Context: an optimization exercise on an open-source flow, tuned for small area and a short achievable clock period. The choices shown serve that exercise and are no tape-out recipe. Where RTL was checked, it was by simulation tests only, not by an equivalence proof against the original.

==> inputs of trial 71 <==
==> flow/design.v <==
module proc (
    input         clk,
    input         reset,
    input         intrq,
    input         ioskp,
    input  [11:0] mq,
    input         mql,
    output        dfrm_n,
    output        jump_n,
    output        intak_n,
    output        ioinst,
    output        mdl_n,
    output [11:0] md_n,
    output        mread_n,
    output        mwrite_n);
    genvar i;
    reg s_f1, s_f2, s_d1, s_d2, s_d3, s_e1, s_e2, s_e3, s_i1;
    reg [11:9] ir;
    reg        ir8;
    reg [11:0] ac, ma, pc;
    reg        lnk;
    wire acz     = ~| ac;
    wire ir0     = ir == 3'o0;
    wire ir1     = ir == 3'o1;
    wire ir2     = ir == 3'o2;
    wire ir3     = ir == 3'o3;
    wire ir4     = ir == 3'o4;
    wire ir5     = ir == 3'o5;
    wire ir6     = ir == 3'o6;
    wire ir7     = ir == 3'o7;
    wire opriot  = ma[8] & (| ma[2:0]);              
    wire iotd    = ir6 | ir7 & opriot;
    wire grpa    = s_e1 & ir7 & ~ ma[8];
    wire grpb    = s_e1 & ir7 & ma[8] & ~ (| ma[2:0]);
    wire arith1  = s_e1 & ~ ir[11] & ~ ir[10];
    wire isz1    = s_e1 & ir2;
    wire dca1    = s_e1 & ir3;
    wire jms1    = s_e1 & ir4;
    wire jmp1    = s_e1 & ir5;
    wire iot1    = s_e1 & iotd;
    wire and2    = s_e2 & (ir0 | ir1 & acz);
    wire tad2    = s_e2 & ir1 & ~ acz;
    wire isz2    = s_e2 & ir2;
    wire dca2    = s_e2 & ir3;
    wire iot2    = s_e2 & iotd;
    wire tad3    = s_e3 & ir[9];      
    wire isz3    = s_e3 & ir[10];
    wire jms3    = s_e3 & ir[11];
    wire autoidx = ma[11:3] == 9'o001;
    wire meminst = ~ (mq[11] & mq[10]);
    wire skip    = ((lnk & ma[4]) | (acz & ma[5]) | (ac[11] & ma[6])) ^ ma[3];
    wire [11:0] pcc, mac;
    generate for (i = 0; i < 12; i = i + 1) begin : g_inc
        if (i == 0) begin : g0
            assign pcc[i] = 1'b1;
            assign mac[i] = 1'b1;
        end else begin : gn
            assign pcc[i] = & pc[i-1:0];
            assign mac[i] = & ma[i-1:0];
        end
    end endgenerate
    wire [11:0] pcinc = pc ^ pcc;
    wire [11:0] mainc = ma ^ mac;
    wire incsk = grpb & skip;
    wire selp  = s_f1 | s_e2 & ir[11] | grpb;                  
    wire selmi = s_d3 | s_e3;                                  
    wire selm  = s_d1 | s_e1 & ~ (ir[11] & ir[10]);            
    wire sela  = s_e1 & ir[11] & ir[10] & ~ grpb | s_e2 & ~ ir[11];    
    wire [11:0] mdo = {12{selp}} & (incsk ? pcinc : pc) |
                      {12{selm}} & ma | {12{selmi}} & mainc |
                      {12{sela}} & ac;
    wire brk = jmp1 | jms3 | grpb;
    assign md_n     = ~ mdo;
    assign mdl_n    = ~ lnk;
    assign mread_n  = ~ (s_f1 | s_d1 | arith1 | isz1 | brk & ~ intrq);
    assign mwrite_n = ~ (s_d1 & autoidx | jms1 | dca1 | isz1 | s_i1);
    assign dfrm_n   = ~ (s_e1 & ~ ir[11] & ir8);
    assign jump_n   = ~ (s_e1 & ir[11] & ~ ir[10]);
    assign intak_n  = ~ s_i1;
    assign ioinst   = iot1;
    wire [11:0] tg = ma & ac;
    wire [11:0] tp = ma ^ ac;
    wire [2:0]  bg, bp;
    generate for (i = 0; i < 3; i = i + 1) begin : g_blk
        assign bg[i] = tg[4*i+3] | tp[4*i+3] & tg[4*i+2] | tp[4*i+3] & tp[4*i+2] & tg[4*i+1] |
                       tp[4*i+3] & tp[4*i+2] & tp[4*i+1] & tg[4*i];
        assign bp[i] = & tp[4*i+3:4*i];
    end endgenerate
    wire [3:0]  bc;                          
    assign bc[0] = 1'b0;
    assign bc[1] = bg[0];
    assign bc[2] = bg[1] | bp[1] & bg[0];
    assign bc[3] = bg[2] | bp[2] & bg[1] | bp[2] & bp[1] & bg[0];
    wire [11:0] tc;
    generate for (i = 0; i < 3; i = i + 1) begin : g_in
        assign tc[4*i]   = bc[i];
        assign tc[4*i+1] = tg[4*i] | tp[4*i] & bc[i];
        assign tc[4*i+2] = tg[4*i+1] | tp[4*i+1] & tg[4*i] | tp[4*i+1] & tp[4*i] & bc[i];
        assign tc[4*i+3] = tg[4*i+2] | tp[4*i+2] & tg[4*i+1] | tp[4*i+2] & tp[4*i+1] & tg[4*i] |
                           tp[4*i+2] & tp[4*i+1] & tp[4*i] & bc[i];
    end endgenerate
    wire [11:0] tsum = tp ^ tc;
    wire        tlnk = lnk ^ bc[3];
    wire [11:0] gy = (ac & {12{~ ma[7]}}) ^ {12{ma[5]}};
    wire [12:0] gc;
    generate for (i = 0; i < 13; i = i + 1) begin : g_g1
        if (i == 0) begin : g0
            assign gc[i] = ma[0];
        end else begin : gn
            assign gc[i] = ma[0] & (& gy[i-1:0]);
        end
    end endgenerate
    wire [11:0] gsum = gy ^ gc[11:0];
    wire        newl = ((lnk & ~ ma[6]) ^ ma[4]) ^ gc[12];
    wire [12:0] ls   = {newl, gsum};
    wire r_nop  = ma[3:1] == 3'b000;
    wire r_bsw  = ma[3:1] == 3'b001;
    wire r_ral  = ma[3:1] == 3'b010;
    wire r_rtl  = ma[3:1] == 3'b011;
    wire r_rar  = ma[3:1] == 3'b100;
    wire r_rtr  = ma[3:1] == 3'b101;
    wire r_one  = ma[3] & ma[2];
    wire [12:0] rot = {13{r_nop}} & ls |
                      {13{r_bsw}} & {newl, gsum[5:0], gsum[11:6]} |
                      {13{r_ral}} & {ls[11:0], ls[12]} |
                      {13{r_rtl}} & {ls[10:0], ls[12:11]} |
                      {13{r_rar}} & {ls[0], ls[12:1]} |
                      {13{r_rtr}} & {ls[1:0], ls[12:2]} |
                      {13{r_one}};
    wire endinst = and2 | tad3 | dca2 | isz3 | iot2 | grpa;
    always @(posedge clk or posedge reset) begin
        if (reset) begin
            {s_f1, s_f2, s_d1, s_d2, s_d3, s_e1, s_e2, s_e3, s_i1} <= 9'b100000000;
        end else begin
            s_f1 <= endinst & ~ intrq;
            s_i1 <= (endinst | brk) & intrq;
            s_f2 <= s_f1 | brk & ~ intrq;
            s_d1 <= s_f2 & meminst & mq[8];
            s_d2 <= s_d1;
            s_d3 <= s_d2 & autoidx;
            s_e1 <= s_f2 & ~ (meminst & mq[8]) | s_d2 & ~ autoidx | s_d3;
            s_e2 <= s_e1 & (~ ir[11] | ir4 | iotd) | s_i1;
            s_e3 <= s_e2 & (ir1 & ~ acz | ir2 | ir4);
        end
    end
    wire pcinc_en = s_f2 | isz3 & mac[11] & ma[11] | iot2 & ioskp | incsk;
    always @(posedge clk or posedge reset) begin
        if (reset)         pc <= 12'o0000;
        else if (jmp1)     pc <= ma;
        else if (jms3)     pc <= mainc;
        else if (pcinc_en) pc <= pcinc;
    end
    always @(posedge clk) begin
        if (s_i1)      ir <= 3'o4;
        else if (s_f2) ir <= mq[11:9];
        if (s_f2)      ir8 <= mq[8];
    end
    always @(posedge clk) begin
        if (s_f2)                     ma <= {meminst ? (pc[11:7] & {5{mq[7]}}) : mq[11:7], mq[6:0]};
        else if (s_d2 | tad2 | isz2)  ma <= mq;
        else if (s_d3)                ma <= mainc;
        else if (s_i1)                ma <= 12'o0000;
    end
    wire acmq = s_e2 & (ir[11] | ~ ir[10]);       
    always @(posedge clk) begin
        if (and2 | iot2 | dca2 | grpb & ma[7] | tad3 | grpa)
            ac <= {12{acmq}} & mq & (ac | {12{ir[9] | ir[11]}}) |
                  {12{tad3}} & tsum |
                  {12{s_e1 & ~ ma[8]}} & rot[11:0];
        if (iot2)       lnk <= mql;
        else if (tad3)  lnk <= tlnk;
        else if (grpa)  lnk <= rot[12];
    end
endmodule
==> flow/run.sh <==
#!/bin/bash
# synth_recipe.tcl (not shown) runs the flow's synth.tcl, then flattens the netlist and writes it again
# the make line also repeats each setting of config.mk as NAME=value (left out here)
make -C /OpenROAD-flow-scripts/flow DESIGN_CONFIG=/design/flow/config.mk WORK_HOME=/design/flow/orfs CLKGATE_MAP_FILE= SYNTH_SCRIPT=/design/flow/synth_recipe.tcl finish
==> flow/config.mk <==
export PLATFORM = sky130hd
export DESIGN_NAME = proc
export DESIGN_NICKNAME = proc
export VERILOG_FILES = /design/flow/design.v
export SDC_FILE = /design/flow/constraint.sdc
export NUM_CORES = 4
export LEC_CHECK = 0
export CAP_MARGIN = 20
export CORE_MARGIN = 2
export CORE_UTILIZATION = 40
export SETUP_SLACK_MARGIN = 3.0
export SLEW_MARGIN = 20
==> flow/constraint.sdc <==
create_clock -name core_clock -period 6.5 [get_ports {clk}]
set_input_delay 1.3000 -clock core_clock [delete_from_list [all_inputs] [get_ports {clk}]]
set_output_delay 1.3000 -clock core_clock [all_outputs]
set_load 0.01 [all_outputs]
==> trial 98 (differences from trial 71) <==
==> flow/design.v, changed modules only <==
module proc (
    input         clk,
    input         reset,
    input         intrq,
    input         ioskp,
    input  [11:0] mq,
    input         mql,
    output        dfrm_n,
    output        jump_n,
    output        intak_n,
    output        ioinst,
    output        mdl_n,
    output [11:0] md_n,
    output        mread_n,
    output        mwrite_n);
    reg s_f1, s_f2, s_d1, s_d2, s_d3, s_e1, s_e2, s_e3, s_i1;
    reg [11:9] ir;
    reg        ir8;
    reg [11:0] ac, ma, pc;
    reg        lnk;
    wire acz     = ~| ac;
    wire ir0     = ir == 3'o0;
    wire ir1     = ir == 3'o1;
    wire ir2     = ir == 3'o2;
    wire ir3     = ir == 3'o3;
    wire ir4     = ir == 3'o4;
    wire ir5     = ir == 3'o5;
    wire ir6     = ir == 3'o6;
    wire ir7     = ir == 3'o7;
    wire opriot  = ma[8] & (| ma[2:0]);              
    wire iotd    = ir6 | ir7 & opriot;
    wire grpa    = s_e1 & ir7 & ~ ma[8];
    wire grpb    = s_e1 & ir7 & ma[8] & ~ (| ma[2:0]);
    wire arith1  = s_e1 & ~ ir[11] & ~ ir[10];
    wire isz1    = s_e1 & ir2;
    wire dca1    = s_e1 & ir3;
    wire jms1    = s_e1 & ir4;
    wire jmp1    = s_e1 & ir5;
    wire iot1    = s_e1 & iotd;
    wire and2    = s_e2 & (ir0 | ir1 & acz);
    wire tad2    = s_e2 & ir1 & ~ acz;
    wire isz2    = s_e2 & ir2;
    wire dca2    = s_e2 & ir3;
    wire iot2    = s_e2 & iotd;
    wire tad3    = s_e3 & ir[9];      
    wire isz3    = s_e3 & ir[10];
    wire jms3    = s_e3 & ir[11];
    wire autoidx = ma[11:3] == 9'o001;
    wire meminst = ~ (mq[11] & mq[10]);
    wire skip    = ((lnk & ma[4]) | (acz & ma[5]) | (ac[11] & ma[6])) ^ ma[3];
    wire [11:0] pcinc = pc + 12'd1;
    wire [11:0] mainc = ma + 12'd1;
    wire [11:0] addx  = ma & {12{~ s_e1}};
    wire [11:0] addy  = (ac & {12{~ (s_e1 & ma[7])}}) ^ {12{s_e1 & ma[5]}};
    wire        addc  = s_e1 & ma[0];
    wire [12:0] sum   = {1'b0, addx} + {1'b0, addy} + {12'd0, addc};
    wire        oldl  = s_e1 ? (ma[6] ? ma[4] : lnk ^ ma[4]) : lnk;
    wire        newl  = oldl ^ sum[12];
    wire [12:0] lsum  = {newl, sum[11:0]};
    reg  [12:0] rot;
    always @(*) begin
        case ({s_e1, ma[3:1]})
            4'b1001: rot = {newl, sum[5:0], sum[11:6]};
            4'b1010: rot = {lsum[11:0], lsum[12]};
            4'b1011: rot = {lsum[10:0], lsum[12:11]};
            4'b1100: rot = {lsum[0], lsum[12:1]};
            4'b1101: rot = {lsum[1:0], lsum[12:2]};
            4'b1110, 4'b1111: rot = 13'h1fff;
            default: rot = lsum;
        endcase
    end
    wire pcsel = s_f1 | s_e2 & ir[11];                        
    wire masel = s_d1 | s_e1 & ~ (ir[11] & ir[10]);            
    wire incsel = s_d3 | s_e3;                                 
    wire acsel = s_e1 & ir[11] & ir[10] & ~ grpb | s_e2 & ~ ir[11];    
    wire [11:0] mdo = {12{pcsel}} & pc | {12{grpb}} & (skip ? pcinc : pc) |
                      {12{masel}} & ma | {12{incsel}} & mainc | {12{acsel}} & ac;
    wire brk = jmp1 | jms3 | grpb;
    assign md_n     = ~ mdo;
    assign mdl_n    = ~ lnk;
    assign mread_n  = ~ (s_f1 | s_d1 | arith1 | isz1 | brk & ~ intrq);
    assign mwrite_n = ~ (s_d1 & autoidx | jms1 | dca1 | isz1 | s_i1);
    assign dfrm_n   = ~ (s_e1 & ~ ir[11] & ir8);
    assign jump_n   = ~ (s_e1 & ir[11] & ~ ir[10]);
    assign intak_n  = ~ s_i1;
    assign ioinst   = iot1;
    wire endinst = and2 | tad3 | dca2 | isz3 | iot2 | grpa;
    always @(posedge clk or posedge reset) begin
        if (reset) begin
            {s_f1, s_f2, s_d1, s_d2, s_d3, s_e1, s_e2, s_e3, s_i1} <= 9'b100000000;
        end else begin
            s_f1 <= endinst & ~ intrq;
            s_i1 <= (endinst | brk) & intrq;
            s_f2 <= s_f1 | brk & ~ intrq;
            s_d1 <= s_f2 & meminst & mq[8];
            s_d2 <= s_d1;
            s_d3 <= s_d2 & autoidx;
            s_e1 <= s_f2 & ~ (meminst & mq[8]) | s_d2 & ~ autoidx | s_d3;
            s_e2 <= s_e1 & (~ ir[11] | ir4 | iotd) | s_i1;
            s_e3 <= s_e2 & (ir1 & ~ acz | ir2 | ir4);
        end
    end
    wire pcinc_en = s_f2 | isz3 & (& ma) | iot2 & ioskp | grpb & skip;
    always @(posedge clk or posedge reset) begin
        if (reset)         pc <= 12'o0000;
        else if (pcinc_en) pc <= pcinc;
        else if (jmp1)     pc <= ma;
        else if (jms3)     pc <= mainc;
    end
    always @(posedge clk) begin
        if (s_i1)      ir <= 3'o4;
        else if (s_f2) ir <= mq[11:9];
        if (s_f2)      ir8 <= mq[8];
    end
    always @(posedge clk) begin
        if (s_f2)                     ma <= {meminst ? (pc[11:7] & {5{mq[7]}}) : mq[11:7], mq[6:0]};
        else if (s_d2 | tad2 | isz2)  ma <= mq;
        else if (s_d3)                ma <= mainc;
        else if (s_i1)                ma <= 12'o0000;
    end
    always @(posedge clk) begin
        if (and2)                     ac <= mq & (ac | {12{ir[9]}});
        else if (iot2)                ac <= mq;
        else if (dca2 | grpb & ma[7]) ac <= 12'o0000;
        else if (tad3 | grpa)         ac <= rot[11:0];
        if (iot2)                     lnk <= mql;
        else if (tad3 | grpa)         lnk <= rot[12];
    end
endmodule
--- a/flow/config.mk
+++ b/flow/config.mk
@@ -9,4 +9,3 @@
 export CORE_MARGIN = 2
 export CORE_UTILIZATION = 40
-export SETUP_SLACK_MARGIN = 3.0
 export SLEW_MARGIN = 20
==> build 25 (differences from trial 71) <==
--- a/flow/config.mk
+++ b/flow/config.mk
@@ -9,4 +9,4 @@
 export CORE_MARGIN = 2
 export CORE_UTILIZATION = 40
-export SETUP_SLACK_MARGIN = 3.0
+export SETUP_SLACK_MARGIN = 2.0
 export SLEW_MARGIN = 20
==> build 72 (differences from trial 71) <==
==> flow/design.v, changed modules only <==
module proc (
    input         clk,
    input         reset,
    input         intrq,
    input         ioskp,
    input  [11:0] mq,
    input         mql,
    output        dfrm_n,
    output        jump_n,
    output        intak_n,
    output        ioinst,
    output        mdl_n,
    output [11:0] md_n,
    output        mread_n,
    output        mwrite_n);
    genvar i;
    reg s_f1, s_f2, s_d1, s_d2, s_d3, s_e1, s_e2, s_e3, s_i1;
    reg [11:9] ir;
    reg        ir8;
    reg        iotf;                      
    reg [11:0] ac, ma, pc;
    reg        lnk;
    wire acz     = ~| ac;
    wire ir0     = ir == 3'o0;
    wire ir1     = ir == 3'o1;
    wire ir2     = ir == 3'o2;
    wire ir3     = ir == 3'o3;
    wire ir4     = ir == 3'o4;
    wire ir5     = ir == 3'o5;
    wire ir6     = ir == 3'o6;
    wire ir7     = ir == 3'o7;
    wire iotd    = iotf;
    wire grpa    = s_e1 & ir7 & ~ ma[8];
    wire grpb    = s_e1 & ir7 & ma[8] & ~ iotf;
    wire arith1  = s_e1 & ~ ir[11] & ~ ir[10];
    wire isz1    = s_e1 & ir2;
    wire dca1    = s_e1 & ir3;
    wire jms1    = s_e1 & ir4;
    wire jmp1    = s_e1 & ir5;
    wire iot1    = s_e1 & iotd;
    wire and2    = s_e2 & (ir0 | ir1 & acz);
    wire tad2    = s_e2 & ir1 & ~ acz;
    wire isz2    = s_e2 & ir2;
    wire dca2    = s_e2 & ir3;
    wire jms2    = s_e2 & ir4;
    wire iot2    = s_e2 & iotd;
    wire tad3    = s_e3 & ir[9];      
    wire isz3    = s_e3 & ir[10];
    wire jms3    = s_e3 & ir[11];
    wire autoidx = ma[11:3] == 9'o001;
    wire meminst = ~ (mq[11] & mq[10]);
    wire mqgrpb  = mq[11:8] == 4'b1111 & mq[2:0] == 3'b000;
    wire skip    = s_f2 & mqgrpb & (((lnk & mq[4]) | (acz & mq[5]) | (ac[11] & mq[6])) ^ mq[3]);
    wire [11:0] pcc;
    assign pcc[0] = 1'b1;
    assign pcc[1] = pc[0] | skip;
    generate for (i = 2; i < 12; i = i + 1) begin : g_pcc
        assign pcc[i] = pcc[1] & (& pc[i-1:1]);
    end endgenerate
    wire [11:0] pcinc = pc ^ {pcc[11:1], ~ skip};
    wire [11:0] ix = s_e2 & ir[11] ? ma : mq;
    wire [11:0] ixc;
    assign ixc[0] = 1'b1;
    generate for (i = 1; i < 12; i = i + 1) begin : g_ixc
        assign ixc[i] = & ix[i-1:0];
    end endgenerate
    wire [11:0] ixinc = ix ^ ixc;
    wire e1iot = s_e1 & ir[11] & ir[10];
    wire selp  = s_f1 | s_e2 & ir[11] | e1iot & ~ iotd;               
    wire selm  = s_d1 | s_d3 | s_e1 & ~ (ir[11] & ir[10]) | s_e3;     
    wire sela  = e1iot & iotd | s_e2 & ~ ir[11];                      
    wire [11:0] mdo = {12{selp}} & pc | {12{selm}} & ma | {12{sela}} & ac;
    wire brk = jmp1 | jms3 | grpb;
    assign md_n     = ~ mdo;
    assign mdl_n    = ~ lnk;
    assign mread_n  = ~ (s_f1 | s_d1 | arith1 | isz1 | brk & ~ intrq);
    assign mwrite_n = ~ (s_d1 & autoidx | jms1 | dca1 | isz1 | s_i1);
    assign dfrm_n   = ~ (s_e1 & ~ ir[11] & ir8);
    assign jump_n   = ~ (s_e1 & ir[11] & ~ ir[10]);
    assign intak_n  = ~ s_i1;
    assign ioinst   = iot1;
    wire [11:0] tp = ma;
    wire [11:0] tg = ~ ma & ac;
    wire [2:0]  bg, bp;
    generate for (i = 0; i < 3; i = i + 1) begin : g_blk
        assign bg[i] = tg[4*i+3] | tp[4*i+3] & tg[4*i+2] | tp[4*i+3] & tp[4*i+2] & tg[4*i+1] |
                       tp[4*i+3] & tp[4*i+2] & tp[4*i+1] & tg[4*i];
        assign bp[i] = & tp[4*i+3:4*i];
    end endgenerate
    wire [3:0]  bc;                          
    assign bc[0] = 1'b0;
    assign bc[1] = bg[0];
    assign bc[2] = bg[1] | bp[1] & bg[0];
    assign bc[3] = bg[2] | bp[2] & bg[1] | bp[2] & bp[1] & bg[0];
    wire [11:0] tc;
    generate for (i = 0; i < 3; i = i + 1) begin : g_in
        assign tc[4*i]   = bc[i];
        assign tc[4*i+1] = tg[4*i] | tp[4*i] & bc[i];
        assign tc[4*i+2] = tg[4*i+1] | tp[4*i+1] & tg[4*i] | tp[4*i+1] & tp[4*i] & bc[i];
        assign tc[4*i+3] = tg[4*i+2] | tp[4*i+2] & tg[4*i+1] | tp[4*i+2] & tp[4*i+1] & tg[4*i] |
                           tp[4*i+2] & tp[4*i+1] & tp[4*i] & bc[i];
    end endgenerate
    wire [11:0] tsum = tp ^ tc;
    wire        tlnk = lnk ^ bc[3];
    wire [11:0] gy = (ac & {12{~ ma[7]}}) ^ {12{ma[5]}};
    wire [12:0] gc;
    assign gc[0] = ma[0];
    generate for (i = 1; i < 13; i = i + 1) begin : g_g1
        assign gc[i] = ma[0] & (& gy[i-1:0]);
    end endgenerate
    wire [11:0] gsum = gy ^ gc[11:0];
    wire        newl = ((lnk & ~ ma[6]) ^ ma[4]) ^ gc[12];
    wire [12:0] ls   = {newl, gsum};
    wire r_nop  = ma[3:1] == 3'b000;
    wire r_bsw  = ma[3:1] == 3'b001;
    wire r_ral  = ma[3:1] == 3'b010;
    wire r_rtl  = ma[3:1] == 3'b011;
    wire r_rar  = ma[3:1] == 3'b100;
    wire r_rtr  = ma[3:1] == 3'b101;
    wire r_one  = ma[3] & ma[2];
    wire [12:0] rot = {13{r_nop}} & ls |
                      {13{r_bsw}} & {newl, gsum[5:0], gsum[11:6]} |
                      {13{r_ral}} & {ls[11:0], ls[12]} |
                      {13{r_rtl}} & {ls[10:0], ls[12:11]} |
                      {13{r_rar}} & {ls[0], ls[12:1]} |
                      {13{r_rtr}} & {ls[1:0], ls[12:2]} |
                      {13{r_one}};
    wire endinst = and2 | tad3 | dca2 | isz3 | iot2 | grpa;
    always @(posedge clk or posedge reset) begin
        if (reset) begin
            {s_f1, s_f2, s_d1, s_d2, s_d3, s_e1, s_e2, s_e3, s_i1} <= 9'b100000000;
        end else begin
            s_f1 <= endinst & ~ intrq;
            s_i1 <= (endinst | brk) & intrq;
            s_f2 <= s_f1 | brk & ~ intrq;
            s_d1 <= s_f2 & meminst & mq[8];
            s_d2 <= s_d1;
            s_d3 <= s_d2 & autoidx;
            s_e1 <= s_f2 & ~ (meminst & mq[8]) | s_d2 & ~ autoidx | s_d3;
            s_e2 <= s_e1 & (~ ir[11] | ir4 | iotd) | s_i1;
            s_e3 <= s_e2 & (ir1 & ~ acz | ir2 | ir4);
        end
    end
    wire pcinc_en = s_f2 | isz3 & ~| ma | iot2 & ioskp;
    always @(posedge clk or posedge reset) begin
        if (reset)             pc <= 12'o0000;
        else if (jmp1 | jms3)  pc <= ma;
        else if (pcinc_en)     pc <= pcinc;
    end
    always @(posedge clk) begin
        if (s_i1)      ir <= 3'o4;
        else if (s_f2) ir <= mq[11:9];
        if (s_f2)      ir8 <= mq[8];
        if (s_i1)      iotf <= 1'b0;
        else if (s_f2) iotf <= mq[11:9] == 3'o6 | mq[11:8] == 4'b1111 & (| mq[2:0]);
    end
    always @(posedge clk) begin
        if (s_f2)                              ma <= {meminst ? (pc[11:7] & {5{mq[7]}}) : mq[11:7], mq[6:0]};
        else if (s_d2 & autoidx | isz2 | jms2) ma <= ixinc;
        else if (s_d2)                         ma <= mq;
        else if (tad2)                         ma <= mq ^ ac;
        else if (s_i1)                         ma <= 12'o0000;
    end
    wire acmq = s_e2 & (ir[11] | ~ ir[10]);       
    always @(posedge clk) begin
        if (and2 | iot2 | dca2 | grpb & ma[7] | tad3 | grpa)
            ac <= {12{acmq}} & mq & (ac | {12{ir[9] | ir[11]}}) |
                  {12{tad3}} & tsum |
                  {12{s_e1 & ~ ma[8]}} & rot[11:0];
        if (iot2)       lnk <= mql;
        else if (tad3)  lnk <= tlnk;
        else if (grpa)  lnk <= rot[12];
    end
endmodule
--- a/flow/config.mk
+++ b/flow/config.mk
@@ -9,4 +9,3 @@
 export CORE_MARGIN = 2
 export CORE_UTILIZATION = 40
-export SETUP_SLACK_MARGIN = 3.0
 export SLEW_MARGIN = 20
==> impl_metrics.toml <==
[run_status]
status = "finished clean"

[power_and_ir_drop]
ir_drop_uv = 316
p_total_mw = 2.85

[floorplan]
start_util = 0.408

[cells_and_area]
design_area_um2 = 5700
buffers = 39
regArea_um2 = 1370
multiInputGateArea_um2 = 3490

[synthesis]
synth_cells = 689
synthMuxAreaShare = 0.0138
synth_xor_area_frac = 0.0524

[grt]
use_met3 = 0.0271

[clock_network]
clk_pin_slew_worst_paths_ps = 80

[timing]
max_freq_mhz = 205

[worst_setup_path]
cp-startpoint = "ma[1]$_DFFE_PP_"
rr_endpoint = "ac[7]$_DFFE_PP_"

[placed_design]
dp_cells = 852
# the run above: trial 98

==> impl_metrics.toml <==
[run_status]
status = "finished clean"

[worst_setup_path]
cp-startpoint = "ir[10]$_SDFFE_PP0P_"
rr_endpoint = "pc[11]$_DFFE_PP0P_"

[grt]
use_met3 = 0.0357

[clock_network]
clk_pin_slew_worst_paths_ps = 70

[timing]
max_freq_mhz = 227

[power_and_ir_drop]
p_total_mw = 1.97
powerDensity_nw_per_um2 = 330

[synthesis]
synthMuxAreaShare = 0.0436
synth_xor_area_frac = 0.0967
synth_cells = 706
postSynth.asyncResetShare = 0.412

[cells_and_area]
buffers = 44
design_area_um2 = 5980
multiInputGateArea_um2 = 3660

[placed_design]
dp_cells = 859
# the run above: build 72

==> impl_metrics.toml <==
[run_status]
status = "finished clean"

[power_and_ir_drop]
p_total_mw = 2.21

[synthesis]
synth_cells = 696
synthMuxAreaShare = 0.0302
synth_xor_area_frac = 0.0698

[floorplan]
start_util = 0.411

[cells_and_area]
design_area_um2 = 6350
buffers = 75
multiInputGateArea_um2 = 3770

[timing]
max_freq_mhz = 228
# the run above: build 25

==> impl_metrics.toml <==
[run_status]
status = "finished clean"

[synthesis]
synth_cells = 696
synth_xor_area_frac = 0.0698

[cells_and_area]
multiInputGateArea_um2 = 4150
buffers = 123
regArea_um2 = 1370

[timing]
max_freq_mhz = 253

[power_and_ir_drop]
p_total_mw = 2.41
ir_drop_uv = 180

[placed_design]
dp_cells = 858

[worst_setup_path]
cp-startpoint = "ac[1]$_DFFE_PP_"

[clock_network]
clk_pin_slew_worst_paths_ps = 80
# the run above: trial 71

For trial 71, trial 98 and build 25, only the layout was checked, not whether the RTL still works.

[static timing again, ports no longer ideal]
No port has a modelled driver above. Below, the same layouts with a new extraction and two added sets of constraints. Step 1 sets driving cells, clkbuf_16 on the clock port and buf_2 on the other inputs (assumed; they add their load-dependent delay and slew). Step 2 also shifts input and output timing later by t, the mid clock arrival at the registers, as if the neighbouring blocks saw the same clock. a / b / c = ideal / step 1 / step 2; a / b = the first two.
| run | t, ns | setup slack, ns | cell pins on the clock port's net |
|---|---|---|---|
| trial 71 | 0.351 | 2.548 / 2.505 / 2.856 | 1 |
| trial 98 | 0.348 | 1.612 / 1.571 / 1.919 | 1 |
| build 25 | 0.345 | 2.107 / 2.065 / 2.179 | 1 |
| build 72 | 0.346 | 2.099 / 2.054 / 2.367 | 1 |
After both steps every run listed still meets setup and hold.
